Background: an optimization exercise with open tools, aiming at small area and a short achievable clock period. Do not read the settings as production practice.
Only simulation tests tie the RTL to the original design; equivalence was not proved.
Power and IR drop assume default switching activity.

==> design.v <==
module ks_adder #(parameter N = 32, parameter L = 5) (
    input  [N-1:0] a,
    input  [N-1:0] b,
    input          cin,
    output [N-1:0] s
);
wire [N-1:0] p = a ^ b;
wire [N-1:0] g = a & b;
wire [(L+1)*N-1:0] G, P;
assign G[N-1:0] = {g[N-1:1], g[0] | (p[0] & cin)};
assign P[N-1:0] = p;
genvar l, i;
generate
    for (l = 0; l < L; l = l + 1) begin : g_lvl
        for (i = 0; i < N; i = i + 1) begin : g_bit
            if (i >= (1 << l)) begin : g_op
                assign G[(l+1)*N + i] = G[l*N + i] | (P[l*N + i] & G[l*N + i - (1 << l)]);
                assign P[(l+1)*N + i] = P[l*N + i] & P[l*N + i - (1 << l)];
            end else begin : g_pass
                assign G[(l+1)*N + i] = G[l*N + i];
                assign P[(l+1)*N + i] = P[l*N + i];
            end
        end
    end
endgenerate
wire [N-1:0] c = {G[L*N +: N-1], cin};
assign s = p ^ c;
endmodule
module mips(
    input clk,
    input reset,
    output [31:0] imem_addr,
    input [31:0] imem_data,
    output [31:0] dmem_addr,
    output [31:0] dmem_wdata,
    output dmem_we,
    input [31:0] dmem_rdata,
    output wb_we,
    output [4:0] wb_reg,
    output [31:0] wb_data
);
reg [31:2] pc;
assign imem_addr = {pc, 2'b00};
wire [5:0] f_op = imem_data[31:26];
wire f_isR   = (f_op == 6'b000000);
wire f_isLW  = (f_op == 6'b100011);
wire f_isSW  = (f_op == 6'b101011);
wire f_isXI  = (f_op == 6'b001110);
wire f_isBNE = (f_op == 6'b000101);
reg d_wr, d_mw, d_br;             
reg d_lw, d_R, d_xi, d_sub, d_sx;
reg [4:0] d_rt;
reg [15:0] d_imm16;
always @(posedge clk) begin
    if (reset) begin
        d_wr <= 1'b0;
        d_mw <= 1'b0;
        d_br <= 1'b0;
    end else begin
        d_wr <= f_isR | f_isLW | f_isXI;
        d_mw <= f_isSW;
        d_br <= f_isBNE;
    end
    d_lw  <= f_isLW;
    d_R   <= f_isR;
    d_xi  <= f_isXI;
    d_sub <= f_isR & (imem_data[5:0] == 6'b100010);
    d_sx  <= f_isLW | f_isSW | f_isBNE;    
    d_rt  <= imem_data[20:16];
    d_imm16 <= imem_data[15:0];
end
reg [31:0] rf [1:31];
reg [31:1] rv;
reg [31:1] w_dec;                 
reg w_we;
reg [4:0] w_reg;
reg [31:0] w_data;                
reg [31:0] w_rfd;                 
wire [31:1] rv_next = {31{~reset}} & (rv | w_dec);
reg [31:1] d_selA, d_selB;
integer k;
always @(posedge clk) begin
    for (k = 1; k < 32; k = k + 1) begin
        d_selA[k] <= rv_next[k] & (imem_data[25:21] == k);
        d_selB[k] <= rv_next[k] & (imem_data[20:16] == k);
    end
end
reg [31:0] rdA, rdB;
always @(*) begin
    rdA = 32'b0;
    rdB = 32'b0;
    for (k = 1; k < 32; k = k + 1) begin
        rdA = rdA | ({32{d_selA[k]}} & rf[k]);
        rdB = rdB | ({32{d_selB[k]}} & rf[k]);
    end
end
integer j;
always @(posedge clk) begin
    for (j = 1; j < 32; j = j + 1)
        if (w_dec[j])
            rf[j] <= w_rfd;
    rv <= rv_next;
end
reg e_wr, e_mw, e_br;             
reg e_lw, e_cin;
reg [4:0] e_dest;
reg [31:0] e_a, e_b, e_opb;
wire [31:0] d_sext = {{16{d_imm16[15]}}, d_imm16};
wire [31:0] d_zx   = {16'b0, d_imm16 & {16{d_xi}}};
wire [31:0] d_off1 = d_sext + 32'd1;    
always @(posedge clk) begin
    if (reset) begin
        e_wr <= 1'b0;
        e_mw <= 1'b0;
        e_br <= 1'b0;
    end else begin
        e_wr <= d_wr;
        e_mw <= d_mw;
        e_br <= d_br;
    end
    e_lw  <= d_lw;
    e_cin <= d_sub;
    e_dest <= d_R ? d_imm16[15:11] : d_rt;
    e_a <= rdA ^ d_zx;
    e_b <= rdB;
    e_opb <= d_br ? d_off1 : (d_sx ? d_sext : ((rdB & {32{d_R}}) ^ {32{d_sub}}));
end
wire [31:0] e_res;
ks_adder #(.N(32), .L(5)) u_alu (.a(e_a), .b(e_opb), .cin(e_cin), .s(e_res));
wire taken = e_br & (e_a != e_b);
wire off_neg = e_opb[31];
wire [17:0] br_lo = {1'b0, pc[18:2]} + {1'b0, e_opb[16:0]};
wire [17:0] in_lo = {1'b0, pc[18:2]} + 18'd1;
wire [31:19] pc_hi   = pc[31:19];
wire [31:19] pc_hip1 = pc_hi + 13'd1;
wire [31:19] pc_him1 = pc_hi - 13'd1;
wire [31:19] br_hi = (br_lo[17] == off_neg) ? pc_hi : (br_lo[17] ? pc_hip1 : pc_him1);
wire [31:19] in_hi = in_lo[17] ? pc_hip1 : pc_hi;
wire [31:2] pc_br  = {br_hi, br_lo[16:0]};
wire [31:2] pc_inc = {in_hi, in_lo[16:0]};
always @(posedge clk) begin
    if (reset)
        pc <= 30'b0;
    else
        pc <= taken ? pc_br : pc_inc;
end
reg m_wr, m_mw;                   
reg m_lw;
reg [4:0] m_dest;
reg [31:0] m_res, m_sd;
always @(posedge clk) begin
    if (reset) begin
        m_wr <= 1'b0;
        m_mw <= 1'b0;
    end else begin
        m_wr <= e_wr;
        m_mw <= e_mw;
    end
    m_lw   <= e_lw;
    m_dest <= e_dest;
    m_res  <= e_res;
    m_sd   <= e_b;
end
assign dmem_addr  = m_res;
assign dmem_wdata = m_sd;
assign dmem_we    = m_mw;
always @(posedge clk) begin
    if (reset)
        w_we <= 1'b0;
    else
        w_we <= m_wr;
    for (j = 1; j < 32; j = j + 1)
        w_dec[j] <= ~reset & m_wr & (m_dest == j);
    w_reg  <= m_dest;
    w_data <= m_lw ? dmem_rdata : m_res;
    if (m_wr)
        w_rfd <= m_lw ? dmem_rdata : m_res;
end
assign wb_we   = w_we;
assign wb_reg  = w_reg;
assign wb_data = w_data;
endmodule
==> flow/run.sh <==
#!/bin/bash
# Standard layout (the standard.sh, unchanged synthesis), with the port
# buffers made from buf_4 instead of the delay-cell default.
set -euo pipefail
export BUFFER_PORTS_ARGS="-buffer_cell sky130_fd_sc_hd__buf_4"
bash standard.sh > standard_flow.log 2>&1
==> standard.sh <==
#!/bin/bash
# synth_recipe.tcl (not shown) runs the flow's synth.tcl, then flattens the netlist and writes it again
# the make line also repeats each setting of config.mk as NAME=value (left out here)
make -C /OpenROAD-flow-scripts/flow DESIGN_CONFIG=/design/flow/config.mk WORK_HOME=/design/flow/orfs CLKGATE_MAP_FILE= SYNTH_SCRIPT=/design/flow/synth_recipe.tcl "${@:-finish}"
==> config.mk <==
export PLATFORM = sky130hd
export DESIGN_NAME = mips
export DESIGN_NICKNAME = mips
export VERILOG_FILES = /design/flow/design.v
export SDC_FILE = /design/flow/constraint.sdc
export NUM_CORES = 4
export LEC_CHECK = 0
export CAP_MARGIN = 20
export CORE_MARGIN = 2
export CORE_UTILIZATION = 40
export SETUP_SLACK_MARGIN = 3.2
export SLEW_MARGIN = 20
==> constraint.sdc <==
create_clock -name core_clock -period 6.0 [get_ports {clk}]
set_input_delay 1.2000 -clock core_clock [delete_from_list [all_inputs] [get_ports {clk}]]
set_output_delay 1.2000 -clock core_clock [all_outputs]
set_load 0.01 [all_outputs]
==> results of run 1 <==
## cells by family after synthesis
group | Yosys count
AND/OR/NAND/NOR | 763
AO/OA/AOI/OAI | 1198
flip-flops | 1423
buffers and inverters | 292
other | 1
XOR/XNOR | 136
adder cells (fa/ha/maj) | 54
multiplexers | 47
## worst max-delay path: stages (launching register included)
cell and delay [ns]:
sky130_fd_sc_hd__dfxtp_2 0.54, sky130_fd_sc_hd__buf_4 0.48, sky130_fd_sc_hd__a22o_1 0.33, sky130_fd_sc_hd__a221oi_1 0.30
sky130_fd_sc_hd__nand4_1 0.13, sky130_fd_sc_hd__nor3_1 0.75, sky130_fd_sc_hd__xor2_1 0.15
## per-layer routing
layer  routed length, um  global-route usage [%]  vias up
li1                    -                       -    16466
met1               83500                    41.9    21155
met2              101000                    48.0     5029
met3               48100                    17.9     1301
met4               19900                    19.0       18
met5                 352                       0        -
## layout by cell type, fill, tap and decap left out, types with 10 or more instances in the layout
master                          n
sky130_fd_sc_hd__a211oi_1      17
sky130_fd_sc_hd__a21o_1        17
sky130_fd_sc_hd__a21oi_1       43
sky130_fd_sc_hd__a21oi_2       17
sky130_fd_sc_hd__a221oi_1     164
sky130_fd_sc_hd__a222oi_1      64
sky130_fd_sc_hd__a22o_1       161
sky130_fd_sc_hd__a22oi_1      576
sky130_fd_sc_hd__and2_1        26
sky130_fd_sc_hd__and3_1        13
sky130_fd_sc_hd__buf_4        284
sky130_fd_sc_hd__buf_6         17
sky130_fd_sc_hd__bufinv_16     15
sky130_fd_sc_hd__clkbuf_1      19
sky130_fd_sc_hd__clkbuf_16    153
sky130_fd_sc_hd__clkbuf_8      10
sky130_fd_sc_hd__clkinv_1      23
sky130_fd_sc_hd__clkinv_2      28
sky130_fd_sc_hd__clkinvlp_4    11
sky130_fd_sc_hd__dfxtp_1      279
sky130_fd_sc_hd__dfxtp_2       75
sky130_fd_sc_hd__dfxtp_4       45
sky130_fd_sc_hd__diode_2       16
sky130_fd_sc_hd__edfxtp_1    1024
sky130_fd_sc_hd__ha_1          42
sky130_fd_sc_hd__inv_1         49
sky130_fd_sc_hd__mux2_2        39
sky130_fd_sc_hd__nand2_1       99
sky130_fd_sc_hd__nand2b_1      13
sky130_fd_sc_hd__nand3_1      192
sky130_fd_sc_hd__nand3b_1      12
sky130_fd_sc_hd__nand4_1       96
sky130_fd_sc_hd__nor2_1        99
sky130_fd_sc_hd__nor2b_1       16
sky130_fd_sc_hd__nor3_1        87
sky130_fd_sc_hd__o21ai_0       67
sky130_fd_sc_hd__or4_1         36
sky130_fd_sc_hd__or4_4         14
sky130_fd_sc_hd__xnor2_1       38
sky130_fd_sc_hd__xor2_1        97
## what timing repair did
action	in CTS	in global routing
hold buffers	0	0
cloned	1	2
endpoints found under the setup margin	49	53
resized for setup	90	89
pin swaps	28	38
setup buffers	26	22
## area by class of cell
class / instances / area [um^2]
Clock buffer: 181 / 4010
Clock inverter: 87 / 891
Tap cell: 1794 / 2240
Multi-Input combinational cell: 2202 / 16300
Timing Repair Buffer: 316 / 2640
Fill cell: 11726 / 72400
Inverter: 54 / 206
Sequential cell: 1423 / 39000
Antenna cell: 16 / 40.0
## metrics by stage
| stage | worst slack, ns | hold slack [ns] | instance area (um^2) | power, mW | util, % |
|---|---|---|---|---|---|
| CTS | 3.12 | 0.320 | 64500 | 20.1 | 46.9 |
| floorplan | 3.22 | 0.310 | 55600 | 10.8 | - |
| detailed placement | 2.45 | 0.314 | 59100 | 10.9 | 42.9 |
| global route | 2.99 | 0.316 | 65300 | 20.5 | 47.4 |
| finish | 3.12 | 0.311 | 65300 | 20.1 | 47.4 |
| global placement | 2.38 | 0.313 | 59100 | 10.9 | 42.9 |
## worst paths after layout
kind | startpoint | endpoint | slack, ns | cells past startpoint
setup / recovery | d_selA[12] | e_a[7] | 3.12 | 6
hold / removal | e_dest[0] | m_dest[0] | 0.31 | 0
setup reg to reg | d_selA[12] | e_a[7] | 3.12 | 6
hold reg to reg | e_dest[0] | m_dest[0] | 0.31 | 0
## power by group through the flow
| stage | sequential, mW | clock, mW | combinational (mW) |
|---|---|---|---|
| 2_1_floorplan | 10.7 | 0 | 0.0825 |
| 3_3_place_gp | 10.7 | 0 | 0.203 |
| 3_5_place_dp | 10.7 | 0 | 0.203 |
| 4_1_cts | 10.5 | 9.39 | 0.207 |
| 5_1_grt | 10.5 | 9.78 | 0.230 |
| 6_report | 10.5 | 9.40 | 0.215 |
==> PnR_summary.wiki, run 1 <==
{| class="wikitable"
! Metric !! Value
|-
| Number of iterations in the first detailed-routing pass || 11
|-
| Lkg Pwr || 19.8 nW
|-
| Final-report hold violation count || 0
|-
| Mapped Cells || 3,914
|-
| Clock buffers created by TritonCTS || 145
|-
| Unique masters post-synth || 70
|-
| Clock-pin slew on the worst setup and hold paths || 0.06 ns
|-
| Clock latency on the worst-skew pair || 0.80 ns
|-
| TritonCTS sink count || 1,423
|-
| Mean number of vias per cell || 7.24
|-
| Compound-gate portion of the synthesized area || 16.7%
|-
| DRC Markers || 0
|-
| Transition time at the pin with the least slew margin || 1.17 ns
|-
| Number of routed nets with antenna violations || 0
|-
| Largest net degree at the start of global routing || 43
|-
| Count of buffers inserted at the top-level ports || 198
|-
| Number of enable-type register cells in the synthesized netlist || 1,024
|-
| Synth Area in Adders || 1.26%
|-
| Number of antenna violations at the first check in global routing || 18
|-
| Post-synthesis instance area || 0.0555 mm^2
|-
| Detailed-route wire length || 253,000 um
|-
| Internal Dissipation || 15.9 mW
|-
| Initial Util || 40.3%
|-
| Highest Clock Rate || 347 MHz
|-
| Worst slew margin || 21.8%
|-
| Top post-synthesis cells by count || sky130_fd_sc_hd__edfxtp_1 (1,024), sky130_fd_sc_hd__a22oi_1 (577), sky130_fd_sc_hd__dfxtp_1 (399)
|-
| Wire length of the first global-routing pass || 332,000 um
|-
| Simple-gate share of the synthesized area || 7.22%
|-
| Top reg by flops || rf
|-
| Hpwl dp || 126,000 um
|-
| Clock share of power || 46.8%
|-
| Time the final worst path needs with I/O delays and setup || 2.88 ns
|-
| Crit Path Max Fanout || 22
|-
| Combinational family with the most area after synthesis || compound AO/OA/AOI/OAI gates
|-
| Setup TNS || 0 ns
|-
| Share of the synthesized area in the top cell type || 55.4%
|-
| I/O pins || 201
|-
| Floorplan core area || 0.138 mm^2
|-
| Worst setup EP type || flip-flop
|-
| Clock Root Buffer || sky130_fd_sc_hd__clkbuf_16
|-
| Maximum VDD drop || 0.322 mV
|-
| Setup repair after global routing missed its margin || true
|-
| DRC marker count from the first detailed-route iteration || 10.7k
|-
| Chip Width || 377 um
|-
| Required time worst endpoint || 6.62 ns
|-
| Arrival time at the worst endpoint || 3.50 ns
|-
| Post-Route Skew || 0.0272 ns
|-
| Count of standard-cell rows || 136
|-
| Total via count in the routed design || 44.0k
|-
| Buffer levels on the longest clock path || 3
|-
| Setup Crit Path Kind || reg2reg
|-
| Overflow left after global routing || 0
|-
| Placer Congestion || 0.904
|-
| Sequential share of power || 52.2%
|-
| Switching power as a share of total power || 20.7%
|-
| Post-Syn Area per Cell || 14.2 um^2
|-
| Total placed cells including tap cells || 5,735
|-
| Vias in the first global route || 40.6k
|-
| Die span in y || 377 um
|-
| Crit path launch type || flip-flop
|-
| Floorplan die area || 0.142 mm^2
|-
| CTS tree || built
|-
| Part of the cycle the worst path needs || 48.0%
|-
| Net load switching power || 4.16 mW
|-
| Count of placed standard cells in the final layout, fillers left out || 6,073
|-
| Post-synthesis share of cell area spent on xor and xnor gates || 2.14%
|-
| Kind of path behind the tightest hold check || reg2reg
|-
| Count of maximum capacitance violations || 0
|-
| Layout Area Growth over Synthesis || 17.6%
|-
| Share of cells above drive strength 1 || 19.2%
|-
| Max H-tree Level || 4
|-
| Combinational power share || 1.1%
|-
| Warnings, synthesis || 2
|-
| Top flip-flop cell by instance count after synthesis || sky130_fd_sc_hd__edfxtp_1
|-
| Share of synthesized area spent on multiplexers || 0.939%
|-
| Result of the run || complete, no violations
|-
| Asr flop ratio synth || 0%
|-
| Final routed wire length divided by cell count || 41.7 um
|-
| Pwr Density || 308 mW/mm^2
|-
| Post-synthesis cell type with the largest combined area || sky130_fd_sc_hd__edfxtp_1
|-
| Synth Register Bits || 1,423
|-
| Cell types occupying the most area after synthesis || sky130_fd_sc_hd__edfxtp_1 (55%), sky130_fd_sc_hd__dfxtp_1 (14%), sky130_fd_sc_hd__a22oi_1 (7.8%), sky130_fd_sc_hd__a221oi_1 (2.6%), sky130_fd_sc_hd__a22o_1 (2.5%)
|-
| Cell with the most instances after synthesis || sky130_fd_sc_hd__edfxtp_1
|-
| Number of flip-flops under the largest register name || 992
|-
| Portion of the post-synthesis area used by sequential elements || 69.7%
|-
| Total setup violations reported at the end of the flow || 0
|-
| Layout Nets || 4,262
|-
| Final Slew Violations || 0
|-
| GRT Util Overall || 34.1%
|}
==> run 2: changes to the inputs <==
--- a/config.mk
+++ b/config.mk
@@ -8,5 +8,7 @@
 export CAP_MARGIN = 20
 export CORE_MARGIN = 2
 export CORE_UTILIZATION = 40
+export CTS_CLUSTER_DIAMETER = 100
+export CTS_CLUSTER_SIZE = 22
 export SETUP_SLACK_MARGIN = 3.2
 export SLEW_MARGIN = 20
==> run 2 against run 1 <==
- synthesized cell count is the same
- clock power shrank 38%
- non-clock buffer count shrank 7
- count of clock-buffer cells in the layout shrank 51
- flip-flop and latch count is the same
- final area shrank 4.3%
- worst hold slack gained 0.017 ns
- via count shrank 0.69%
- routed wire length shrank 1.2%
- highest routed layer unchanged
==> PnR_summary.wiki, run 2 <==
{| class="wikitable"
! Metric !! Value
|-
| Arrival time at the worst endpoint || 3.51 ns
|-
| Net load switching power || 3.45 mW
|-
| Number of antenna violations at the first check in global routing || 17
|-
| Post-Syn Area per Cell || 14.2 um^2
|-
| Pwr Density || 264 mW/mm^2
|-
| Layout Area Growth over Synthesis || 12.5%
|-
| Share of the synthesized area in the top cell type || 55.4%
|-
| Final Worst Setup Slack || 3.03 ns
|-
| Critical path's slowest cell || sky130_fd_sc_hd__nor3_1
|-
| Flop-to-flop setup slack || 3.03 ns
|-
| DRC marker count from the first detailed-route iteration || 10.6k
|-
| Buffer levels on the longest clock path || 3
|-
| Required time worst endpoint || 6.54 ns
|-
| Final-report hold violation count || 0
|-
| Clock share of power || 35.3%
|-
| Final Slew Violations || 0
|-
| CP Buf/Inv Count || 1
|-
| Asr flop ratio synth || 0%
|-
| Number of hold buffers added after CTS || 0
|-
| Worst setup startpoint || d_selA[15]
|-
| Maximum VDD drop || 0.200 mV
|-
| TritonCTS sink count || 1,423
|-
| Vias in the first global route || 40.1k
|-
| Number of flip-flops under the largest register name || 992
|-
| Count of maximum capacitance violations || 0
|-
| Part of the cycle the worst path needs || 49.5%
|-
| Highest Clock Rate || 336 MHz
|-
| Lkg Pwr || 18.5 nW
|-
| Final Core Density || 45.4%
|-
| Worst stage delay on the critical path || 0.98 ns
|-
| Internal Dissipation || 13.1 mW
|-
| Fin Hold WS || 0.329 ns
|-
| Clock latency on the worst-skew pair || 0.70 ns
|-
| Result of the run || complete, no violations
|-
| Unique masters post-synth || 70
|-
| Clock Root Buffer || sky130_fd_sc_hd__clkbuf_16
|-
| Top post-synthesis cells by count || sky130_fd_sc_hd__edfxtp_1 (1,024), sky130_fd_sc_hd__a22oi_1 (577), sky130_fd_sc_hd__dfxtp_1 (399)
|-
| Wire length of the first global-routing pass || 329,000 um
|-
| Clock buffers created by TritonCTS || 76
|-
| Post-place instance area || 0.0591 mm^2
|-
| DRC Markers || 0
|-
| Crit path launch type || flip-flop
|-
| Clock-pin slew on the worst setup and hold paths || 0.10 ns
|-
| Kind of path behind the tightest hold check || reg2reg
|-
| Post-synthesis cell type with the largest combined area || sky130_fd_sc_hd__edfxtp_1
|-
| Total via count in the routed design || 43.7k
|-
| Worst R2R Start || d_selA[15]
|-
| GRT Util Overall || 33.7%
|-
| Setup repair after global routing missed its margin || true
|-
| Setup Crit Path Kind || reg2reg
|-
| Most common library cell in the layout ignoring fill and taps || sky130_fd_sc_hd__edfxtp_1
|-
| Count of filler cells inserted in the layout || 12.0k
|-
| Placer Congestion || 0.904
|-
| Share of cells above drive strength 1 || 15.9%
|-
| Setup TNS || 0 ns
|-
| Floorplan die area || 0.142 mm^2
|-
| I/O pins || 201
|-
| Switching power as a share of total power || 20.9%
|-
| Crit Path Max Fanout || 19
|-
| Transition time at the pin with the least slew margin || 1.19 ns
|-
| End point of the most critical hold path || m_dest[1]
|-
| Terminus of the critical flop-to-flop path || e_a[8]
|-
| Initial Util || 40.3%
|-
| Post-synthesis instance area || 0.0555 mm^2
|-
| Count of standard-cell rows || 136
|-
| Count of buffers inserted at the top-level ports || 198
|-
| Overflow left after global routing || 0
|-
| Commonest non-fill, non-tap cells in the layout || sky130_fd_sc_hd__edfxtp_1 (1,024), sky130_fd_sc_hd__a22oi_1 (577), sky130_fd_sc_hd__dfxtp_1 (282), sky130_fd_sc_hd__buf_4 (279), sky130_fd_sc_hd__nand3_1 (192)
|-
| Layout Nets || 4,187
|-
| Worst setup EP type || flip-flop
|-
| Hold Startpoint || e_dest[1]
|-
| Synth Register Bits || 1,423
|-
| Final routed wire length divided by cell count || 42.1 um
|-
| Time the final worst path needs with I/O delays and setup || 2.97 ns
|-
| Worst hold path cell count || 0
|-
| Combinational power share || 1.3%
|-
| CP top delay family || simple AND/OR/NAND/NOR gates
|-
| Final instance area || 0.0625 mm^2
|-
| Cell types occupying the most area after synthesis || sky130_fd_sc_hd__edfxtp_1 (55%), sky130_fd_sc_hd__dfxtp_1 (14%), sky130_fd_sc_hd__a22oi_1 (7.8%), sky130_fd_sc_hd__a221oi_1 (2.6%), sky130_fd_sc_hd__a22o_1 (2.5%)
|-
| Post-Route Skew || 0.0289 ns
|-
| Hpwl dp || 126,000 um
|-
| Register-to-Register Path Depth || 6
|-
| Floorplan core area || 0.138 mm^2
|-
| Mean number of vias per cell || 7.35
|-
| Worst slew margin || 20.5%
|-
| Die span in y || 377 um
|-
| Largest net degree at the start of global routing || 43
|-
| Top reg by flops || rf
|-
| Number of iterations in the first detailed-routing pass || 11
|-
| Sequential share of power || 63.4%
|-
| Placement Setup Slack || 2.45 ns
|-
| Top flip-flop cell by instance count after synthesis || sky130_fd_sc_hd__edfxtp_1
|-
| Cell with the most instances after synthesis || sky130_fd_sc_hd__edfxtp_1
|-
| Max H-tree Level || 3
|-
| Number of routed nets with antenna violations || 0
|-
| CTS tree || built
|-
| Total setup violations reported at the end of the flow || 0
|-
| Crit path cell chain || buf_4, a22o_1, a221oi_1, nand4_1, nor3_1, xor2_1
|-
| Chip Width || 377 um
|-
| Warnings, synthesis || 2
|-
| Portion of the post-synthesis area used by sequential elements || 69.7%
|-
| Mapped Cells || 3,914
|-
| Number of enable-type register cells in the synthesized netlist || 1,024
|-
| Detailed-route wire length || 250,000 um
|}
run 2: cell counts after synthesis:
Identical to the previous run, type by type.
run 2: layout make-up:
class                   count  area (um^2)  area share (%)
well taps                1794         2240            3.59
flip-flops and latches   1423        39000            62.4
diodes                     20         50.0          0.0801
repair buffers            309         2520            4.04
inverters                  54          206           0.330
clock buffers             130         2210            3.54
clock inverters             4         61.3          0.0981
multi-input cells        2203        16200            25.9
run 2: power groups by stage:
| stage | registers [mW] | logic [mW] | clock network [mW] |
|---|---|---|---|
| after global placement | 10.7 | 0.203 | 0 |
| after global routing | 10.5 | 0.230 | 6.14 |
| after detailed placement | 10.7 | 0.203 | 0 |
| after CTS | 10.5 | 0.207 | 5.81 |
| final | 10.5 | 0.214 | 5.83 |
| after floorplan | 10.7 | 0.0825 | 0 |
run 2: repair_timing:
action	CTS	global route
pin swaps	26	25
gates cloned	2	1
hold endpoints to repair	0	0
resized for setup	85	70
setup buffers	23	18
setup endpoints to repair	49	52
run 2: cell families (layout without fill, tap and decap cells):
| logic type | Yosys count | after routing | share of synthesized area, % |
|---|---|---|---|
| simple gates | 763 | 766 | 7.22 |
| buf+inv | 292 | 497 | 2.00 |
| mux | 47 | 47 | 0.939 |
| xor+xnor | 136 | 136 | 2.14 |
| compound gates | 1198 | 1198 | 16.7 |
| fa+ha+maj | 54 | 54 | 1.26 |
| other cells | 1 | 22 | 0.00675 |
| flops | 1423 | 1423 | 69.7 |
run 2: metal layers:
layer / GRT usage (%) / part of all wire (%)
met5: 0.720 / 0.079
met3: 17.1 / 19
met4: 18.2 / 7.4
met2: 47.8 / 40
met1: 41.6 / 33
run 2: how the worst max path moves through the flow:
| stage | endpoint | cells past startpoint |
|---|---|---|
| after CTS | m_res[30] | 14 |
| after detailed placement | m_res[30] | 14 |
| after global routing | m_res[30] | 14 |
| after floorplan | m_res[30] | 14 |
| after global placement | m_res[30] | 14 |
| final | e_a[8] | 6 |
run 2: stage by stage:
step,power (mW),std cells
floorplan,10.8,3915
global placement,10.9,5734
detailed placement,10.9,5735
CTS,16.5,5894
global route,16.8,5917
finish,16.5,5937
==> run 3: changes to the inputs <==
--- a/design.v
+++ b/design.v
@@ -1,31 +1,3 @@
-module ks_adder #(parameter N = 32, parameter L = 5) (
-    input  [N-1:0] a,
-    input  [N-1:0] b,
-    input          cin,
-    output [N-1:0] s
-);
-wire [N-1:0] p = a ^ b;
-wire [N-1:0] g = a & b;
-wire [(L+1)*N-1:0] G, P;
-assign G[N-1:0] = {g[N-1:1], g[0] | (p[0] & cin)};
-assign P[N-1:0] = p;
-genvar l, i;
-generate
-    for (l = 0; l < L; l = l + 1) begin : g_lvl
-        for (i = 0; i < N; i = i + 1) begin : g_bit
-            if (i >= (1 << l)) begin : g_op
-                assign G[(l+1)*N + i] = G[l*N + i] | (P[l*N + i] & G[l*N + i - (1 << l)]);
-                assign P[(l+1)*N + i] = P[l*N + i] & P[l*N + i - (1 << l)];
-            end else begin : g_pass
-                assign G[(l+1)*N + i] = G[l*N + i];
-                assign P[(l+1)*N + i] = P[l*N + i];
-            end
-        end
-    end
-endgenerate
-wire [N-1:0] c = {G[L*N +: N-1], cin};
-assign s = p ^ c;
-endmodule
 module mips(
     input clk,
     input reset,
@@ -125,8 +97,12 @@
     e_b <= rdB;
     e_opb <= d_br ? d_off1 : (d_sx ? d_sext : ((rdB & {32{d_R}}) ^ {32{d_sub}}));
 end
-wire [31:0] e_res;
-ks_adder #(.N(32), .L(5)) u_alu (.a(e_a), .b(e_opb), .cin(e_cin), .s(e_res));
+wire [17:0] e_lo1 = {1'b0, e_a[15:0], 1'b1} + {1'b0, e_opb[15:0], e_cin};
+wire [16:0] e_lo  = e_lo1[17:1];
+wire [15:0] e_hi0 = e_a[31:16] + e_opb[31:16];
+wire [16:0] e_hi1c = {e_a[31:16], 1'b1} + {e_opb[31:16], 1'b1};
+wire [15:0] e_hi1 = e_hi1c[16:1];
+wire [31:0] e_res = {e_lo[16] ? e_hi1 : e_hi0, e_lo[15:0]};
 wire taken = e_br & (e_a != e_b);
 wire off_neg = e_opb[31];
 wire [17:0] br_lo = {1'b0, pc[18:2]} + {1'b0, e_opb[16:0]};
@@ -134,15 +110,16 @@
 wire [31:19] pc_hi   = pc[31:19];
 wire [31:19] pc_hip1 = pc_hi + 13'd1;
 wire [31:19] pc_him1 = pc_hi - 13'd1;
-wire [31:19] br_hi = (br_lo[17] == off_neg) ? pc_hi : (br_lo[17] ? pc_hip1 : pc_him1);
-wire [31:19] in_hi = in_lo[17] ? pc_hip1 : pc_hi;
-wire [31:2] pc_br  = {br_hi, br_lo[16:0]};
-wire [31:2] pc_inc = {in_hi, in_lo[16:0]};
+wire hi_p1 = taken ? (br_lo[17] & ~off_neg) : in_lo[17];
+wire hi_m1 = taken & ~br_lo[17] & off_neg;
+wire hi_0  = ~hi_p1 & ~hi_m1;
+wire [31:19] pc_hi_next = ({13{hi_p1}} & pc_hip1) | ({13{hi_m1}} & pc_him1) | ({13{hi_0}} & pc_hi);
+wire [18:2] pc_lo_next = taken ? br_lo[16:0] : in_lo[16:0];
 always @(posedge clk) begin
     if (reset)
         pc <= 30'b0;
     else
-        pc <= taken ? pc_br : pc_inc;
+        pc <= {pc_hi_next, pc_lo_next};
 end
 reg m_wr, m_mw;                   
 reg m_lw;
--- a/config.mk
+++ b/config.mk
@@ -7,8 +7,8 @@
 export LEC_CHECK = 0
 export CAP_MARGIN = 20
 export CORE_MARGIN = 2
-export CORE_UTILIZATION = 40
+export CORE_UTILIZATION = 50
 export CTS_CLUSTER_DIAMETER = 100
 export CTS_CLUSTER_SIZE = 22
-export SETUP_SLACK_MARGIN = 3.2
+export SETUP_SLACK_MARGIN = 3.5
 export SLEW_MARGIN = 20
==> run 3 against run 2 <==
- cell count is 3.3% lower
- largest power group unchanged
- still clean on timing, DRC and antenna
- register-to-register slack better by 0.11 ns
- area after synthesis is 0.45% higher
- fmax is 4.0% higher
- sequential share of layout area is 1.3 points lower
- combinational power is 12% higher
- power is 0.75% lower
- critical endpoint is now m_res[28]
- highest routed layer unchanged
- first-iteration DRC count is 2.7% higher
- setup slack better by 0.11 ns
==> PnR_summary.wiki, run 3 <==
{| class="wikitable"
! Metric !! Value
|-
| Kind of path behind the tightest hold check || reg2reg
|-
| Post-Syn Area per Cell || 14.1 um^2
|-
| Cell depth of the worst setup path || 10
|-
| Clock-pin slew on the worst setup and hold paths || 0.09 ns
|-
| Number of routed nets with antenna violations || 0
|-
| Buffer levels on the longest clock path || 3
|-
| Setup repair after global routing missed its margin || true
|-
| Top post-synthesis cells by count || sky130_fd_sc_hd__edfxtp_1 (1,024), sky130_fd_sc_hd__a22oi_1 (575), sky130_fd_sc_hd__dfxtp_1 (399)
|-
| Total via count in the routed design || 44.6k
|-
| Count of maximum capacitance violations || 0
|-
| Total placed cells including tap cells || 5,488
|-
| Final routed wire length divided by cell count || 44.4 um
|-
| Post-Route Skew || 0.0356 ns
|-
| Placement Setup Slack || 2.55 ns
|-
| Number of antenna violations at the first check in global routing || 17
|-
| Overflow left after global routing || 0
|-
| Final Slew Violations || 0
|-
| Switching power as a share of total power || 20.8%
|-
| Area of the multi-input gates || 0.0169 mm^2
|-
| Count of filler cells inserted in the layout || 8,740
|-
| Worst stage delay on the critical path || 0.46 ns
|-
| Most common library cell in the layout ignoring fill and taps || sky130_fd_sc_hd__edfxtp_1
|-
| Hpwl dp || 129,000 um
|-
| Crit path launch type || flip-flop
|-
| Warnings, synthesis || 2
|-
| Transition time at the pin with the least slew margin || 1.23 ns
|-
| Portion of the post-synthesis area used by sequential elements || 69.4%
|-
| Wire length of the first global-routing pass || 334,000 um
|-
| Fin Hold WS || 0.332 ns
|-
| Number of enable-type register cells in the synthesized netlist || 1,024
|-
| CTS tree || built
|-
| Synth Register Bits || 1,423
|-
| Final instance area || 0.0639 mm^2
|-
| Final Worst Setup Slack || 3.14 ns
|-
| Detailed-route wire length || 255,000 um
|-
| Clock Root Buffer || sky130_fd_sc_hd__clkbuf_16
|-
| Arrival time at the worst endpoint || 3.48 ns
|-
| Top reg by flops || rf
|-
| Number of iterations in the first detailed-routing pass || 13
|-
| Mean number of vias per cell || 7.77
|-
| Number of flip-flops under the largest register name || 992
|-
| Share of the synthesized area in the top cell type || 55.1%
|-
| Maximum VDD drop || 0.216 mV
|-
| Internal Dissipation || 13.0 mW
|-
| I/O pins || 201
|-
| Initial Util || 50.4%
|-
| Highest Clock Rate || 350 MHz
|-
| Floorplan die area || 0.114 mm^2
|-
| Final-report hold violation count || 0
|-
| Worst hold path cell count || 0
|-
| Post-synthesis instance area || 0.0558 mm^2
|-
| TritonCTS sink count || 1,423
|-
| Part of the cycle the worst path needs || 47.7%
|-
| CP Buf/Inv Count || 1
|-
| Placer Congestion || 0.957
|-
| Clock latency on the worst-skew pair || 0.71 ns
|-
| Floorplan core area || 0.111 mm^2
|-
| Net load switching power || 3.41 mW
|-
| Time the final worst path needs with I/O delays and setup || 2.86 ns
|-
| Setup TNS || 0 ns
|-
| Top flip-flop cell by instance count after synthesis || sky130_fd_sc_hd__edfxtp_1
|-
| GRT Util Overall || 43.2%
|-
| Count of buffers inserted at the top-level ports || 198
|-
| Vias in the first global route || 41.0k
|-
| Required time worst endpoint || 6.62 ns
|-
| Sequential share of power || 63.9%
|-
| Layout Nets || 4,310
|-
| Crit Path Max Fanout || 4
|-
| Count of standard-cell rows || 122
|-
| Unique masters post-synth || 80
|-
| Critical path's slowest cell || sky130_fd_sc_hd__or4b_1
|-
| Share of cells above drive strength 1 || 19.7%
|-
| Clock share of power || 34.7%
|-
| Cell types occupying the most area after synthesis || sky130_fd_sc_hd__edfxtp_1 (55%), sky130_fd_sc_hd__dfxtp_1 (14%), sky130_fd_sc_hd__a22oi_1 (7.7%), sky130_fd_sc_hd__a221oi_1 (2.6%), sky130_fd_sc_hd__a22o_1 (2.5%)
|-
| Number of hold buffers added after CTS || 0
|-
| CP top delay family || compound AO/OA/AOI/OAI gates
|-
| Lkg Pwr || 19.3 nW
|-
| Commonest non-fill, non-tap cells in the layout || sky130_fd_sc_hd__edfxtp_1 (1,024), sky130_fd_sc_hd__a22oi_1 (574), sky130_fd_sc_hd__buf_4 (331), sky130_fd_sc_hd__dfxtp_1 (247), sky130_fd_sc_hd__nand3_1 (186)
|-
| Clock buffers created by TritonCTS || 74
|-
| Worst slew margin || 18.0%
|-
| Total setup violations reported at the end of the flow || 0
|-
| Result of the run || complete, no violations
|-
| Crit path cell chain || ha_4, or3_4, and2_4, a221o_2, o31ai_4, o311ai_4, buf_6, a31oi_4, or4b_1, o211ai_1
|-
| Combinational power share || 1.5%
|-
| Pwr Density || 257 mW/mm^2
|-
| Asr flop ratio synth || 0%
|-
| Chip Width || 338 um
|-
| DRC Markers || 0
|-
| Storage cell area || 0.0391 mm^2
|-
| DRC marker count from the first detailed-route iteration || 10.8k
|-
| Cell with the most instances after synthesis || sky130_fd_sc_hd__edfxtp_1
|-
| Count of placed standard cells in the final layout, fillers left out || 5,744
|-
| Post-place instance area || 0.0592 mm^2
|-
| Layout Area Growth over Synthesis || 14.5%
|-
| Max H-tree Level || 3
|-
| Post-synthesis cell type with the largest combined area || sky130_fd_sc_hd__edfxtp_1
|-
| Worst setup EP type || flip-flop
|-
| Setup Crit Path Kind || reg2reg
|-
| Die span in y || 338 um
|-
| Register-to-Register Path Depth || 10
|-
| Mapped Cells || 3,956
|-
| Largest net degree at the start of global routing || 44
|}
-- run 3: changes by cell type after synthesis, moves of 9 or more --
cell,change
sky130_fd_sc_hd__xor2_1,-20
sky130_fd_sc_hd__nor2_1,+10
sky130_fd_sc_hd__xnor2_1,+17
sky130_fd_sc_hd__nand2_1,+29
sky130_fd_sc_hd__inv_1,+9
sky130_fd_sc_hd__and2_1,-25
sky130_fd_sc_hd__nand4_1,-9
-- run 3: kinds of logic (layout without fill, tap and decap cells) --
logic type / after synthesis / count (layout) / synth area share (%)
AOI/OAI and AO/OA: 1213 / 1213 / 16.9
and+or+nand+nor: 777 / 777 / 7.23
adders and majority gates: 57 / 57 / 1.33
DFF: 1423 / 1423 / 69.4
muxes: 48 / 48 / 0.964
xor gates and xnor gates: 133 / 133 / 2.09
buffers and inverters: 304 / 582 / 2.08
other: 1 / 23 / 0.00672
-- run 3: path summary, 6_finish.rpt --
kind | endpoint | from | slack (ns)
worst max-delay path | m_res[28] | e_opb[9] | 3.14
worst min register to register | m_dest[4] | e_dest[4] | 0.33
worst min-delay path | m_dest[4] | e_dest[4] | 0.33
worst max register to register | m_res[28] | e_opb[9] | 3.14
-- run 3: area by class of cell --
type                    instances  share of cell area, %
diodes                         21                 0.0823
inverters                      64                  0.376
well taps                    1488                   2.91
clock inverters                 2                 0.0274
repair buffers                394                   5.65
flip-flops and latches       1423                   61.1
clock buffers                 122                   3.35
multi-input cells            2230                   26.5
-- run 3: stage by stage --
stage          util [%]  power (mW)
6_report           57.7        16.4
4_1_cts            56.7        16.3
3_5_place_dp       53.4        10.9
5_1_grt            57.7        16.7
3_3_place_gp       53.4        10.9
2_1_floorplan         -        10.8
-- run 3: timing repair --
item                                    in CTS  in global routing
endpoints found under the setup margin     120                 86
buffers inserted                            56                 49
gates resized for setup                    209                128
endpoints found under the hold margin        0                  0
pin swaps                                   45                 54
cloned                                       2                  3
-- run 3: per-layer routing --
layer  up-vias  GRT usage [%]  routed length [um]
met2      5195           60.4              103000
met5         -              0                 253
li1      16554              -                   -
met3      1399           21.8               48000
met4        19           27.1               21500
met1     21457           53.1               82900
-- run 3: power by group through the flow --
stage | registers (mW) | logic, mW | clock network, mW
after floorplan | 10.7 | 0.0919 | 0
after global placement | 10.7 | 0.220 | 0
after detailed placement | 10.7 | 0.220 | 0
after CTS | 10.5 | 0.232 | 5.63
after global routing | 10.5 | 0.256 | 5.97
final | 10.5 | 0.239 | 5.68
==> run 4: changes to the inputs <==
--- a/config.mk
+++ b/config.mk
@@ -7,7 +7,7 @@
 export LEC_CHECK = 0
 export CAP_MARGIN = 20
 export CORE_MARGIN = 2
-export CORE_UTILIZATION = 50
+export CORE_UTILIZATION = 60
 export CTS_CLUSTER_DIAMETER = 100
 export CTS_CLUSTER_SIZE = 22
 export SETUP_SLACK_MARGIN = 3.5
==> run 4 against run 3 <==
- worst hold slack worse by 0.0030 ns
- critical path depth down 1
- sequential power about the same
- utilization grew 12 points
- synthesized cell count stayed put
- cell count is 4.3% lower
==> PnR_summary.wiki, run 4 <==
{| class="wikitable"
! Metric !! Value
|-
| Worst stage delay on the critical path || 0.43 ns
|-
| Arrival time at the worst endpoint || 3.42 ns
|-
| Critical Path Most Common Cell || sky130_fd_sc_hd__or3_4
|-
| Crit path cell chain || ha_4, or3_4, and2_4, a221o_1, or3_4, o311ai_4, a31oi_4, or4b_4, o211ai_1
|-
| Setup repair after global routing missed its margin || true
|-
| Share of the synthesized area in the top cell type || 55.1%
|-
| Total setup violations reported at the end of the flow || 0
|-
| Cell types occupying the most area after synthesis || sky130_fd_sc_hd__edfxtp_1 (55%), sky130_fd_sc_hd__dfxtp_1 (14%), sky130_fd_sc_hd__a22oi_1 (7.7%), sky130_fd_sc_hd__a221oi_1 (2.6%), sky130_fd_sc_hd__a22o_1 (2.5%)
|-
| Worst setup EP type || flip-flop
|-
| Crit Path Max Fanout || 4
|-
| Pwr Density || 255 mW/mm^2
|-
| Final-report hold violation count || 0
|-
| Count of maximum capacitance violations || 0
|-
| Crit path launch type || flip-flop
|-
| Top flip-flop cell by instance count after synthesis || sky130_fd_sc_hd__edfxtp_1
|-
| Transition time at the pin with the least slew margin || 1.29 ns
|-
| Mean number of vias per cell || 8.38
|-
| Floorplan core area || 0.0919 mm^2
|-
| Portion of the post-synthesis area used by sequential elements || 69.4%
|-
| Synth Register Bits || 1,423
|-
| Setup Crit Path Kind || reg2reg
|-
| Top reg by flops || rf
|-
| Setup TNS || 0 ns
|-
| Warnings, synthesis || 2
|-
| Clock Root Buffer || sky130_fd_sc_hd__clkbuf_16
|-
| Hpwl dp || 120,000 um
|-
| Number of enable-type register cells in the synthesized netlist || 1,024
|-
| Initial Util || 60.7%
|-
| Count of filler cells inserted in the layout || 6,243
|-
| Top post-synthesis cells by count || sky130_fd_sc_hd__edfxtp_1 (1,024), sky130_fd_sc_hd__a22oi_1 (575), sky130_fd_sc_hd__dfxtp_1 (399)
|-
| TritonCTS sink count || 1,423
|-
| Placer Congestion || 0.970
|-
| CTS tree || built
|-
| Part of the cycle the worst path needs || 47.7%
|-
| Count of buffers inserted at the top-level ports || 198
|-
| Final routed wire length divided by cell count || 45.8 um
|-
| Detailed-route wire length || 251,000 um
|-
| Kind of path behind the tightest hold check || reg2reg
|-
| Buffer levels on the longest clock path || 3
|-
| Vias in the first global route || 41.2k
|-
| Met3 Use GR || 27.3%
|-
| Post-Route Skew || 0.0584 ns
|-
| Number of iterations in the first detailed-routing pass || 14
|-
| Post-synthesis instance area || 0.0558 mm^2
|-
| Wire length of the first global-routing pass || 325,000 um
|-
| Cell with the most instances after synthesis || sky130_fd_sc_hd__edfxtp_1
|-
| Number of routed nets with antenna violations || 0
|-
| Max H-tree Level || 3
|-
| Die span in y || 309 um
|-
| Lkg Pwr || 19.2 nW
|-
| Layout Area Growth over Synthesis || 14.1%
|-
| Commonest non-fill, non-tap cells in the layout || sky130_fd_sc_hd__edfxtp_1 (1,024), sky130_fd_sc_hd__a22oi_1 (574), sky130_fd_sc_hd__buf_4 (314), sky130_fd_sc_hd__dfxtp_1 (252), sky130_fd_sc_hd__nand3_1 (185)
|-
| Overflow left after global routing || 0
|-
| Share of cells above drive strength 1 || 19.1%
|-
| Post-synthesis cell type with the largest combined area || sky130_fd_sc_hd__edfxtp_1
|-
| Final Slew Violations || 0
|-
| Busiest metal layer after global routing || met2
|-
| Asr flop ratio synth || 0%
|-
| Critical path's slowest cell || sky130_fd_sc_hd__or3_4
|-
| GRT Util Overall || 50.2%
|-
| Number of hold buffers added after CTS || 0
|-
| Post-Syn Area per Cell || 14.1 um^2
|-
| Fraction of met1 tracks used by global routing || 61.0%
|-
| Time the final worst path needs with I/O delays and setup || 2.86 ns
|-
| Number of antenna violations at the first check in global routing || 25
|-
| Fraction of met2 tracks used by global routing || 69.8%
|-
| Clock buffers created by TritonCTS || 74
|-
| Worst slew margin || 14.1%
|-
| Largest net degree at the start of global routing || 44
|-
| Count of standard-cell rows || 111
|-
| Power Total || 16.3 mW
|-
| Clock latency on the worst-skew pair || 0.73 ns
|-
| Required time worst endpoint || 6.56 ns
|-
| Most common library cell in the layout ignoring fill and taps || sky130_fd_sc_hd__edfxtp_1
|-
| Total via count in the routed design || 46.0k
|-
| Unique masters post-synth || 80
|-
| Maximum VDD drop || 0.312 mV
|-
| Mapped Cells || 3,956
|-
| Result of the run || complete, no violations
|-
| Layout Nets || 4,294
|-
| Floorplan die area || 0.0954 mm^2
|-
| Chip Width || 309 um
|-
| Clock-pin slew on the worst setup and hold paths || 0.10 ns
|-
| Final Core Density || 69.2%
|-
| DRC marker count from the first detailed-route iteration || 11.8k
|-
| DRC Markers || 0
|-
| Highest Clock Rate || 350 MHz
|-
| Number of flip-flops under the largest register name || 992
|-
| I/O pins || 201
|}
==> run 4: cell counts after synthesis <==
Identical to the previous run, type by type.
==> run 4: cell type report <==
class / count / area [um^2] / share of cell area, %
diodes: 37 / 92.6 / 0.145
clock buffers: 113 / 2000 / 3.14
clock inverters: 8 / 125 / 0.197
inverters: 64 / 240 / 0.377
multi-input cells: 2230 / 16800 / 26.5
flip-flops and latches: 1423 / 39200 / 61.5
well taps: 1243 / 1560 / 2.44
repair buffers: 378 / 3640 / 5.72
==> run 4: where the power goes <==
part / internal (mW) / switching, mW / leakage (nW)
Combinational: 0.106 / 0.134 / 8.60
Clock: 2.35 / 3.21 / 1.01
Sequential: 10.4 / 0.0559 / 9.61
Total: 12.9 / 3.40 / 19.2
==> run 4: per-stage QoR <==
| stage | area (um^2) | setup slack, ns | std cells | hold WS, ns |
|---|---|---|---|---|
| 5_1_grt | 63600 | 3.10 | 5461 | 0.335 |
| 3_3_place_gp | 58600 | 2.48 | 5194 | 0.311 |
| 6_report | 63700 | 3.14 | 5496 | 0.329 |
| 3_5_place_dp | 58600 | 2.46 | 5194 | 0.312 |
| 4_1_cts | 62000 | 3.21 | 5360 | 0.329 |
| 2_1_floorplan | 55900 | 3.31 | 3957 | 0.310 |
==> run 4: logic make-up after synthesis <==
kind of cell	share of synthesized area, %
xor+xnor	2.09
mux	0.964
buf+inv	2.08
fa+ha+maj	1.33
simple gates	7.23
other cells	0.00672
flops	69.4
compound gates	16.9
==> run 4: worst paths after layout <==
kind             start        end  slack [ns]  cells after the start
max           e_opb[9]  m_res[28]        3.14                      9
min          e_dest[4]  m_dest[4]        0.33                      0
max reg2reg   e_opb[9]  m_res[28]        3.14                      9
min reg2reg  e_dest[4]  m_dest[4]        0.33                      0
==> run 4: critical path: cells and delay by family (launching register included) <==
family / cells / cell delay [ns]
simple gates: 4 / 1.18
compound gates: 4 / 0.98
flops: 1 / 0.38
fa+ha+maj: 1 / 0.16
==> run 4: metal layers <==
layer  share of wire [%]  vias up
met5                0.31        -
met1                  31    21750
met2                  39     5858
met3                  20     1862
met4                 9.8       31
li1                    -    16545
==> run 4: timing repair <==
| item | 4_1_cts | 5_1_grt |
|---|---|---|
| gates resized for setup | 182 | 119 |
| pin swaps | 55 | 41 |
| setup buffers | 44 | 91 |
| cloned | 1 | 7 |
| endpoints found under the setup margin | 109 | 85 |
==> run 5: changes to the inputs <==
--- a/config.mk
+++ b/config.mk
@@ -7,8 +7,8 @@
 export LEC_CHECK = 0
 export CAP_MARGIN = 20
 export CORE_MARGIN = 2
-export CORE_UTILIZATION = 60
+export CORE_UTILIZATION = 55
 export CTS_CLUSTER_DIAMETER = 100
 export CTS_CLUSTER_SIZE = 22
-export SETUP_SLACK_MARGIN = 3.5
+export SETUP_SLACK_MARGIN = 3.7
 export SLEW_MARGIN = 20
==> run 5 against run 4 <==
- flip-flop and latch count stayed put
- sequential power is essentially flat
- worst hold slack better by 0.0049 ns
- routed wire length grew 8.3%
- clock power increased by 0.9%
- cell count grew 5.7%
==> PnR_summary.wiki, run 5 <==
{| class="wikitable"
! Metric !! Value
|-
| Highest Clock Rate || 354 MHz
|-
| Setup Crit Path Kind || reg2reg
|-
| Worst slew margin || 5.86%
|-
| Largest net degree at the start of global routing || 44
|-
| Arrival time at the worst endpoint || 3.42 ns
|-
| Total via count in the routed design || 47.6k
|-
| Vias in the first global route || 42.9k
|-
| Floorplan core area || 0.100 mm^2
|-
| Unique masters post-synth || 80
|-
| Buffer levels on the longest clock path || 3
|-
| Switching power as a share of total power || 20.9%
|-
| Top flip-flop cell by instance count after synthesis || sky130_fd_sc_hd__edfxtp_1
|-
| Clock-pin slew on the worst setup and hold paths || 0.09 ns
|-
| Total setup violations reported at the end of the flow || 0
|-
| Chip Width || 322 um
|-
| Final Worst Setup Slack || 3.17 ns
|-
| Total placed cells including tap cells || 5,330
|-
| Time the final worst path needs with I/O delays and setup || 2.83 ns
|-
| CTS tree || built
|-
| Count of filler cells inserted in the layout || 7,049
|-
| Number of antenna violations at the first check in global routing || 24
|-
| Clock share of power || 34.3%
|-
| Post-Route Skew || 0.0488 ns
|-
| Required time worst endpoint || 6.59 ns
|-
| Die span in y || 322 um
|-
| Worst setup EP type || flip-flop
|-
| Number of routed nets with antenna violations || 0
|-
| Share of the synthesized area in the top cell type || 55.1%
|-
| Critical path's slowest cell || sky130_fd_sc_hd__nor4_4
|-
| Hpwl dp || 126,000 um
|-
| Crit path launch type || flip-flop
|-
| Top post-synthesis cells by count || sky130_fd_sc_hd__edfxtp_1 (1,024), sky130_fd_sc_hd__a22oi_1 (575), sky130_fd_sc_hd__dfxtp_1 (399)
|-
| GRT Util Overall || 49.8%
|-
| Cell types occupying the most area after synthesis || sky130_fd_sc_hd__edfxtp_1 (55%), sky130_fd_sc_hd__dfxtp_1 (14%), sky130_fd_sc_hd__a22oi_1 (7.7%), sky130_fd_sc_hd__a221oi_1 (2.6%), sky130_fd_sc_hd__a22o_1 (2.5%)
|-
| Clock latency on the worst-skew pair || 0.73 ns
|-
| Placer Congestion || 0.970
|-
| Number of flip-flops under the largest register name || 992
|-
| Count of maximum capacitance violations || 0
|-
| Combinational power share || 1.6%
|-
| Number of enable-type register cells in the synthesized netlist || 1,024
|-
| Transition time at the pin with the least slew margin || 1.41 ns
|-
| Final routed wire length divided by cell count || 46.9 um
|-
| Count of buffers inserted at the top-level ports || 198
|-
| Max H-tree Level || 3
|-
| Wire length of the first global-routing pass || 350,000 um
|-
| I/O pins || 201
|-
| Post-Syn Area per Cell || 14.1 um^2
|-
| DRC marker count from the first detailed-route iteration || 12.7k
|-
| Crit Path Max Fanout || 7
|-
| Sequential share of power || 64.0%
|-
| Lkg Pwr || 21.2 nW
|-
| Detailed-route wire length || 272,000 um
|-
| Clock buffers created by TritonCTS || 74
|-
| Setup TNS || 0 ns
|-
| Post-synthesis instance area || 0.0558 mm^2
|-
| Top reg by flops || rf
|-
| Part of the cycle the worst path needs || 47.1%
|-
| Overflow left after global routing || 0
|-
| Cell with the most instances after synthesis || sky130_fd_sc_hd__edfxtp_1
|-
| Layout Area Growth over Synthesis || 21.8%
|-
| Internal Dissipation || 12.9 mW
|-
| Synth Register Bits || 1,423
|-
| TritonCTS sink count || 1,423
|-
| Worst stage delay on the critical path || 0.45 ns
|-
| Pwr Density || 241 mW/mm^2
|-
| Net load switching power || 3.41 mW
|-
| Commonest non-fill, non-tap cells in the layout || sky130_fd_sc_hd__edfxtp_1 (1,024), sky130_fd_sc_hd__a22oi_1 (553), sky130_fd_sc_hd__buf_4 (300), sky130_fd_sc_hd__nand3_1 (185), sky130_fd_sc_hd__buf_6 (173)
|-
| Post-synthesis cell type with the largest combined area || sky130_fd_sc_hd__edfxtp_1
|-
| Kind of path behind the tightest hold check || reg2reg
|-
| Floorplan die area || 0.104 mm^2
|-
| Crit path cell chain || xor2_4, nor4_4, nand2_2, o41ai_4, buf_12, mux2_4, nand2_8, buf_6, o22ai_2, mux2_2
|-
| Count of standard-cell rows || 116
|-
| Placement Setup Slack || 2.42 ns
|-
| Mean number of vias per cell || 8.19
|-
| Setup repair after global routing missed its margin || true
|-
| Asr flop ratio synth || 0%
|-
| Final Slew Violations || 0
|-
| Clock Root Buffer || sky130_fd_sc_hd__clkbuf_16
|-
| Number of iterations in the first detailed-routing pass || 14
|-
| Most common library cell in the layout ignoring fill and taps || sky130_fd_sc_hd__edfxtp_1
|-
| Maximum VDD drop || 0.232 mV
|-
| Initial Util || 55.6%
|-
| Result of the run || complete, no violations
|-
| Power Total || 16.3 mW
|-
| Warnings, synthesis || 2
|-
| DRC Markers || 0
|-
| Portion of the post-synthesis area used by sequential elements || 69.4%
|-
| Final-report hold violation count || 0
|-
| Mapped Cells || 3,956
|-
| Share of cells above drive strength 1 || 29.3%
|-
| Number of hold buffers added after CTS || 0
|-
| Layout Nets || 4,501
|-
| Count of placed standard cells in the final layout, fillers left out || 5,811
|}
[run 5: layout make-up]
class / count / area, um^2 / area share [%]
diodes: 31 / 77.6 / 0.114
clock buffers: 118 / 2080 / 3.06
clock inverters: 3 / 26.3 / 0.0387
inverters: 64 / 244 / 0.359
multi-input cells: 2230 / 17900 / 26.4
flip-flops and latches: 1423 / 39300 / 57.9
well taps: 1357 / 1700 / 2.50
repair buffers: 585 / 6560 / 9.65
[run 5: worst paths after layout]
check | from | endpoint | slack [ns] | cells past startpoint
setup / recovery | e_a[12] | pc[27] | 3.17 | 10
hold reg to reg | e_dest[2] | m_dest[2] | 0.33 | 0
hold / removal | e_dest[2] | m_dest[2] | 0.33 | 0
setup reg to reg | e_a[12] | pc[27] | 3.17 | 10
[run 5: per-layer routing]
metal	track usage, %	share of wire (%)	vias up
li1	-	-	16944
met1	59.3	31	22754
met2	68.3	39	5946
met3	26.9	20	1915
met4	35.5	10	28
met5	1.30	0.14	-
[run 5: power groups by stage]
stage / Combinational (mW) / Sequential (mW) / Clock, mW
detailed placement: 0.221 / 10.7 / 0
finish: 0.267 / 10.5 / 5.61
global placement: 0.219 / 10.7 / 0
global route: 0.280 / 10.5 / 5.88
floorplan: 0.0924 / 10.7 / 0
CTS: 0.248 / 10.5 / 5.55
[run 5: through the flow]
| step | area (um^2) | util [%] | hold WS [ns] |
|---|---|---|---|
| 3_3_place_gp | 58900 | 58.7 | 0.312 |
| 2_1_floorplan | 56000 | - | 0.310 |
| 6_report | 67900 | 67.7 | 0.334 |
| 5_1_grt | 67900 | 67.7 | 0.342 |
| 3_5_place_dp | 58900 | 58.7 | 0.313 |
| 4_1_cts | 65100 | 64.9 | 0.335 |
[run 5: cells by family after synthesis]
family / count (synthesis) / synth area share, %
compound gates: 1213 / 16.9
fa+ha+maj: 57 / 1.33
buf+inv: 304 / 2.08
other cells: 1 / 0.00672
xor+xnor: 133 / 2.09
mux: 48 / 0.964
simple gates: 777 / 7.23
flops: 1423 / 69.4
[run 5: worst max-delay path, delay by kind of cell, from the launching register on]
kind	cells	cell delay, ns
AO/OA/AOI/OAI	2	0.50
AND/OR/NAND/NOR	3	0.74
buffers and inverters	2	0.28
XOR/XNOR	1	0.20
flip-flops	1	0.38
multiplexers	2	0.62
[run 5: what timing repair did]
item	CTS	global route
gates resized for setup	537	295
pin swaps	88	221
endpoints found under the setup margin	251	238
setup buffers	188	122
cloned	7	8
==> run 6: changes to the inputs <==
==> flow/run.sh (replaced) <==
#!/bin/bash
# Standard layout (the standard.sh, unchanged synthesis), with the port
# buffers made from buf_2 instead of the delay-cell default.
set -euo pipefail
export BUFFER_PORTS_ARGS="-buffer_cell sky130_fd_sc_hd__buf_2"
bash standard.sh > standard_flow.log 2>&1
--- a/config.mk
+++ b/config.mk
@@ -7,8 +7,8 @@
 export LEC_CHECK = 0
 export CAP_MARGIN = 20
 export CORE_MARGIN = 2
-export CORE_UTILIZATION = 55
+export CORE_UTILIZATION = 50
 export CTS_CLUSTER_DIAMETER = 100
 export CTS_CLUSTER_SIZE = 22
-export SETUP_SLACK_MARGIN = 3.7
+export SETUP_SLACK_MARGIN = 3.5
 export SLEW_MARGIN = 20
==> run 6 against run 5 <==
- clock power about the same
- sequential power hardly changed
- global-route usage decreased by 7.1 points
- utilization fell by 10 points
- cell count shrank 1.0%
- fmax rose by 0.13%
- clock skew down 0.022 ns
- still clean on timing, DRC and antenna
- routed wire length fell by 7.6%
- combinational power decreased by 18%
- area after synthesis stayed put
- power shrank 0.12%
- largest cell class unchanged
==> PnR_summary.wiki, run 6 <==
{| class="wikitable"
! Metric !! Value
|-
| Layout Nets || 4,320
|-
| Hpwl dp || 128,000 um
|-
| Buffer levels on the longest clock path || 3
|-
| Highest Clock Rate || 354 MHz
|-
| Transition time at the pin with the least slew margin || 1.27 ns
|-
| Time the final worst path needs with I/O delays and setup || 2.83 ns
|-
| Kind of path behind the tightest hold check || reg2reg
|-
| Maximum VDD drop || 0.204 mV
|-
| Required time worst endpoint || 6.58 ns
|-
| Mapped Cells || 3,956
|-
| Clock Root Buffer || sky130_fd_sc_hd__clkbuf_16
|-
| Terminus of the critical flop-to-flop path || pc[22]
|-
| Number of flip-flops under the largest register name || 992
|-
| Combinational power share || 1.3%
|-
| Internal Dissipation || 13.0 mW
|-
| Total via count in the routed design || 44.4k
|-
| Number of iterations in the first detailed-routing pass || 14
|-
| Final Slew Violations || 0
|-
| CTS tree || built
|-
| Final Core Density || 57.3%
|-
| Count of filler cells inserted in the layout || 8,760
|-
| Clock-pin slew on the worst setup and hold paths || 0.09 ns
|-
| Floorplan die area || 0.114 mm^2
|-
| Max H-tree Level || 3
|-
| Arrival time at the worst endpoint || 3.40 ns
|-
| Share of the synthesized area in the top cell type || 55.1%
|-
| GRT Util Overall || 42.8%
|-
| Unique masters post-synth || 80
|-
| Clock share of power || 34.5%
|-
| Sequential share of power || 64.1%
|-
| Most common library cell in the layout ignoring fill and taps || sky130_fd_sc_hd__edfxtp_1
|-
| Share of cells above drive strength 1 || 20.2%
|-
| Part of the cycle the worst path needs || 47.1%
|-
| Top flip-flop cell by instance count after synthesis || sky130_fd_sc_hd__edfxtp_1
|-
| Number of routed nets with antenna violations || 0
|-
| Post-Route Skew || 0.0268 ns
|-
| Top post-synthesis cells by count || sky130_fd_sc_hd__edfxtp_1 (1,024), sky130_fd_sc_hd__a22oi_1 (575), sky130_fd_sc_hd__dfxtp_1 (399)
|-
| Largest net degree at the start of global routing || 44
|-
| Vias in the first global route || 40.7k
|-
| Placer Congestion || 0.949
|-
| Final routed wire length divided by cell count || 43.8 um
|-
| Setup repair after global routing missed its margin || true
|-
| Register-to-Register Path Depth || 11
|-
| Asr flop ratio synth || 0%
|-
| Floorplan core area || 0.111 mm^2
|-
| Worst R2R Start || e_a[21]
|-
| Synth Register Bits || 1,423
|-
| Portion of the post-synthesis area used by sequential elements || 69.4%
|-
| Warnings, synthesis || 2
|-
| Count of maximum capacitance violations || 0
|-
| Initial Util || 50.4%
|-
| Setup TNS || 0 ns
|-
| Wire length of the first global-routing pass || 331,000 um
|-
| Crit Path Max Fanout || 7
|-
| Pwr Density || 257 mW/mm^2
|-
| Clock latency on the worst-skew pair || 0.70 ns
|-
| DRC Markers || 0
|-
| I/O pins || 201
|-
| TritonCTS sink count || 1,423
|-
| Switching power as a share of total power || 20.6%
|-
| Post-synthesis instance area || 0.0558 mm^2
|-
| Setup Crit Path Kind || reg2reg
|-
| Total setup violations reported at the end of the flow || 0
|-
| Hold Startpoint || e_lw
|-
| Clock buffers created by TritonCTS || 74
|-
| Crit path launch type || flip-flop
|-
| Cell types occupying the most area after synthesis || sky130_fd_sc_hd__edfxtp_1 (55%), sky130_fd_sc_hd__dfxtp_1 (14%), sky130_fd_sc_hd__a22oi_1 (7.7%), sky130_fd_sc_hd__a221oi_1 (2.6%), sky130_fd_sc_hd__a22o_1 (2.5%)
|-
| Overflow left after global routing || 0
|-
| Post-synthesis cell type with the largest combined area || sky130_fd_sc_hd__edfxtp_1
|-
| Commonest non-fill, non-tap cells in the layout || sky130_fd_sc_hd__edfxtp_1 (1,024), sky130_fd_sc_hd__a22oi_1 (574), sky130_fd_sc_hd__dfxtp_1 (245), sky130_fd_sc_hd__buf_2 (196), sky130_fd_sc_hd__nand3_1 (186)
|-
| Die span in y || 338 um
|-
| Final-report hold violation count || 0
|-
| Chip Width || 338 um
|-
| Detailed-route wire length || 252,000 um
|-
| Worst setup EP type || flip-flop
|-
| End point of the most critical hold path || m_lw
|-
| Number of antenna violations at the first check in global routing || 19
|-
| Flop-to-flop setup slack || 3.17 ns
|-
| Count of standard-cell rows || 122
|-
| Layout Area Growth over Synthesis || 13.7%
|-
| Number of hold buffers added after CTS || 0
|-
| DRC marker count from the first detailed-route iteration || 10.7k
|-
| Worst slew margin || 15.6%
|-
| Result of the run || complete, no violations
|-
| Mean number of vias per cell || 7.73
|-
| Worst hold path cell count || 0
|-
| Lkg Pwr || 19.3 nW
|-
| Net load switching power || 3.37 mW
|-
| Number of enable-type register cells in the synthesized netlist || 1,024
|-
| Top reg by flops || rf
|-
| Count of buffers inserted at the top-level ports || 198
|-
| Post-Syn Area per Cell || 14.1 um^2
|-
| Cell with the most instances after synthesis || sky130_fd_sc_hd__edfxtp_1
|}
[run 6: cell counts after synthesis]
No cell type changed its count.
[run 6: worst max-delay path, stage by stage, from the launching register on]
cell                       delay (ns)
sky130_fd_sc_hd__dfxtp_4         0.38
sky130_fd_sc_hd__xor2_4          0.19
sky130_fd_sc_hd__nor4_2          0.28
sky130_fd_sc_hd__nand2_2         0.16
sky130_fd_sc_hd__buf_6           0.15
sky130_fd_sc_hd__o41a_1          0.48
sky130_fd_sc_hd__buf_4           0.17
sky130_fd_sc_hd__buf_6           0.13
sky130_fd_sc_hd__o211ai_1        0.16
sky130_fd_sc_hd__a21oi_4         0.10
sky130_fd_sc_hd__a22oi_2         0.19
sky130_fd_sc_hd__mux2_4          0.31
[run 6: worst max-delay path by stage]
stage          startpoint  cells after the start  slack (ns)   endpoint
2_1_floorplan    e_opb[9]                     10        3.31  m_res[28]
6_report          e_a[21]                     11        3.17     pc[22]
3_3_place_gp      e_a[12]                      9        2.49     pc[24]
4_1_cts           e_b[23]                      8        3.15     pc[22]
3_5_place_dp      e_b[12]                      9        2.51     pc[24]
5_1_grt         e_opb[10]                     10        3.12  m_res[28]
[run 6: per-stage QoR]
step / instances / worst slack [ns] / hold slack (ns) / area (um^2) / power [mW]
after global routing: 5734 / 3.12 / 0.337 / 63400 / 16.7
after floorplan: 3957 / 3.31 / 0.310 / 55900 / 10.8
after CTS: 5680 / 3.15 / 0.331 / 62200 / 16.3
after global placement: 5486 / 2.49 / 0.311 / 58600 / 10.9
after detailed placement: 5486 / 2.51 / 0.312 / 58600 / 10.9
final: 5751 / 3.17 / 0.331 / 63400 / 16.3
[run 6: layout make-up]
| type | instances | area (um^2) | share of cell area, % |
|---|---|---|---|
| flip-flops and latches | 1423 | 39100 | 61.6 |
| repair buffers | 404 | 3070 | 4.83 |
| clock inverters | 3 | 20.0 | 0.0316 |
| diodes | 19 | 47.5 | 0.0750 |
| multi-input cells | 2230 | 17000 | 26.8 |
| clock buffers | 120 | 2130 | 3.36 |
| inverters | 64 | 240 | 0.379 |
| well taps | 1488 | 1860 | 2.94 |
[run 6: timing repair]
action / in CTS / in global routing
pin swaps: 44 / 75
gates resized for setup: 204 / 157
setup endpoints to repair: 123 / 96
buffers inserted: 70 / 50
cloned: 1 / 1
[run 6: power groups by stage]
stage | combinational (mW) | sequential (mW) | clock (mW)
final | 0.220 | 10.5 | 5.64
after global routing | 0.236 | 10.5 | 5.95
after CTS | 0.208 | 10.5 | 5.61
after detailed placement | 0.198 | 10.7 | 0
after global placement | 0.199 | 10.7 | 0
after floorplan | 0.0919 | 10.7 | 0
[run 6: cells by family after synthesis]
logic type	count (synthesis)	synth area share, %
mux	48	0.964
fa+ha+maj	57	1.33
flops	1423	69.4
xor+xnor	133	2.09
other cells	1	0.00672
compound gates	1213	16.9
simple gates	777	7.23
buf+inv	304	2.08
[run 6: layer usage]
layer / part of all wire [%] / track usage, % / routed length, um / up-vias
li1: - / - / - / 16577
met2: 40 / 60.0 / 101000 / 4984
met4: 8.1 / 25.4 / 20400 / 18
met3: 19 / 21.5 / 47800 / 1319
met1: 33 / 52.7 / 82600 / 21533
met5: 0.15 / 0.979 / 388 / -

[separate check: timing with driven ports]
The flow's constraints put no driver on any port. The routed layouts listed below were extracted and timed again, unchanged, in two steps. Step 1 (the two cells are an assumption about what drives the block):
set clk [get_ports {clk}]
set_driving_cell -lib_cell sky130_fd_sc_hd__clkbuf_16 $clk
set_driving_cell -lib_cell sky130_fd_sc_hd__buf_2 [delete_from_list [all_inputs] $clk]
Step 2, shift: input delay + t, output delay - t, t = (earliest + latest rising clock arrival at the registers) / 2. This alone moves slack from input paths to output paths. a / b / c = no drivers / after step 1 / after step 2; a / b = the first two.
run | shift t [ns] | slack for setup (ns) | clock arrival spread, ns | worst data-port slew with drivers (ns)
run 1 | 0.855 | 3.119 / 3.119 / 2.800 | 0.029 / 0.029 | 0.06
run 2 | 0.757 | 3.027 / 3.027 / 2.848 | 0.032 / 0.032 | 0.06
run 3 | 0.773 | 3.141 / 3.141 / 2.872 | 0.041 / 0.040 | 0.09
run 4 | 0.770 | 3.141 / 3.141 / 2.844 | 0.060 / 0.059 | 0.05
run 5 | 0.782 | 3.171 / 3.171 / 2.983 | 0.050 / 0.051 | 0.05
run 6 | 0.763 | 3.175 / 3.175 / 2.852 | 0.028 / 0.028 | 0.07
After both steps every run listed still meets setup and hold. For run 6, which loses most, drivers alone change the setup slack by 0.000 ns; drivers and shift together by -0.323 ns.
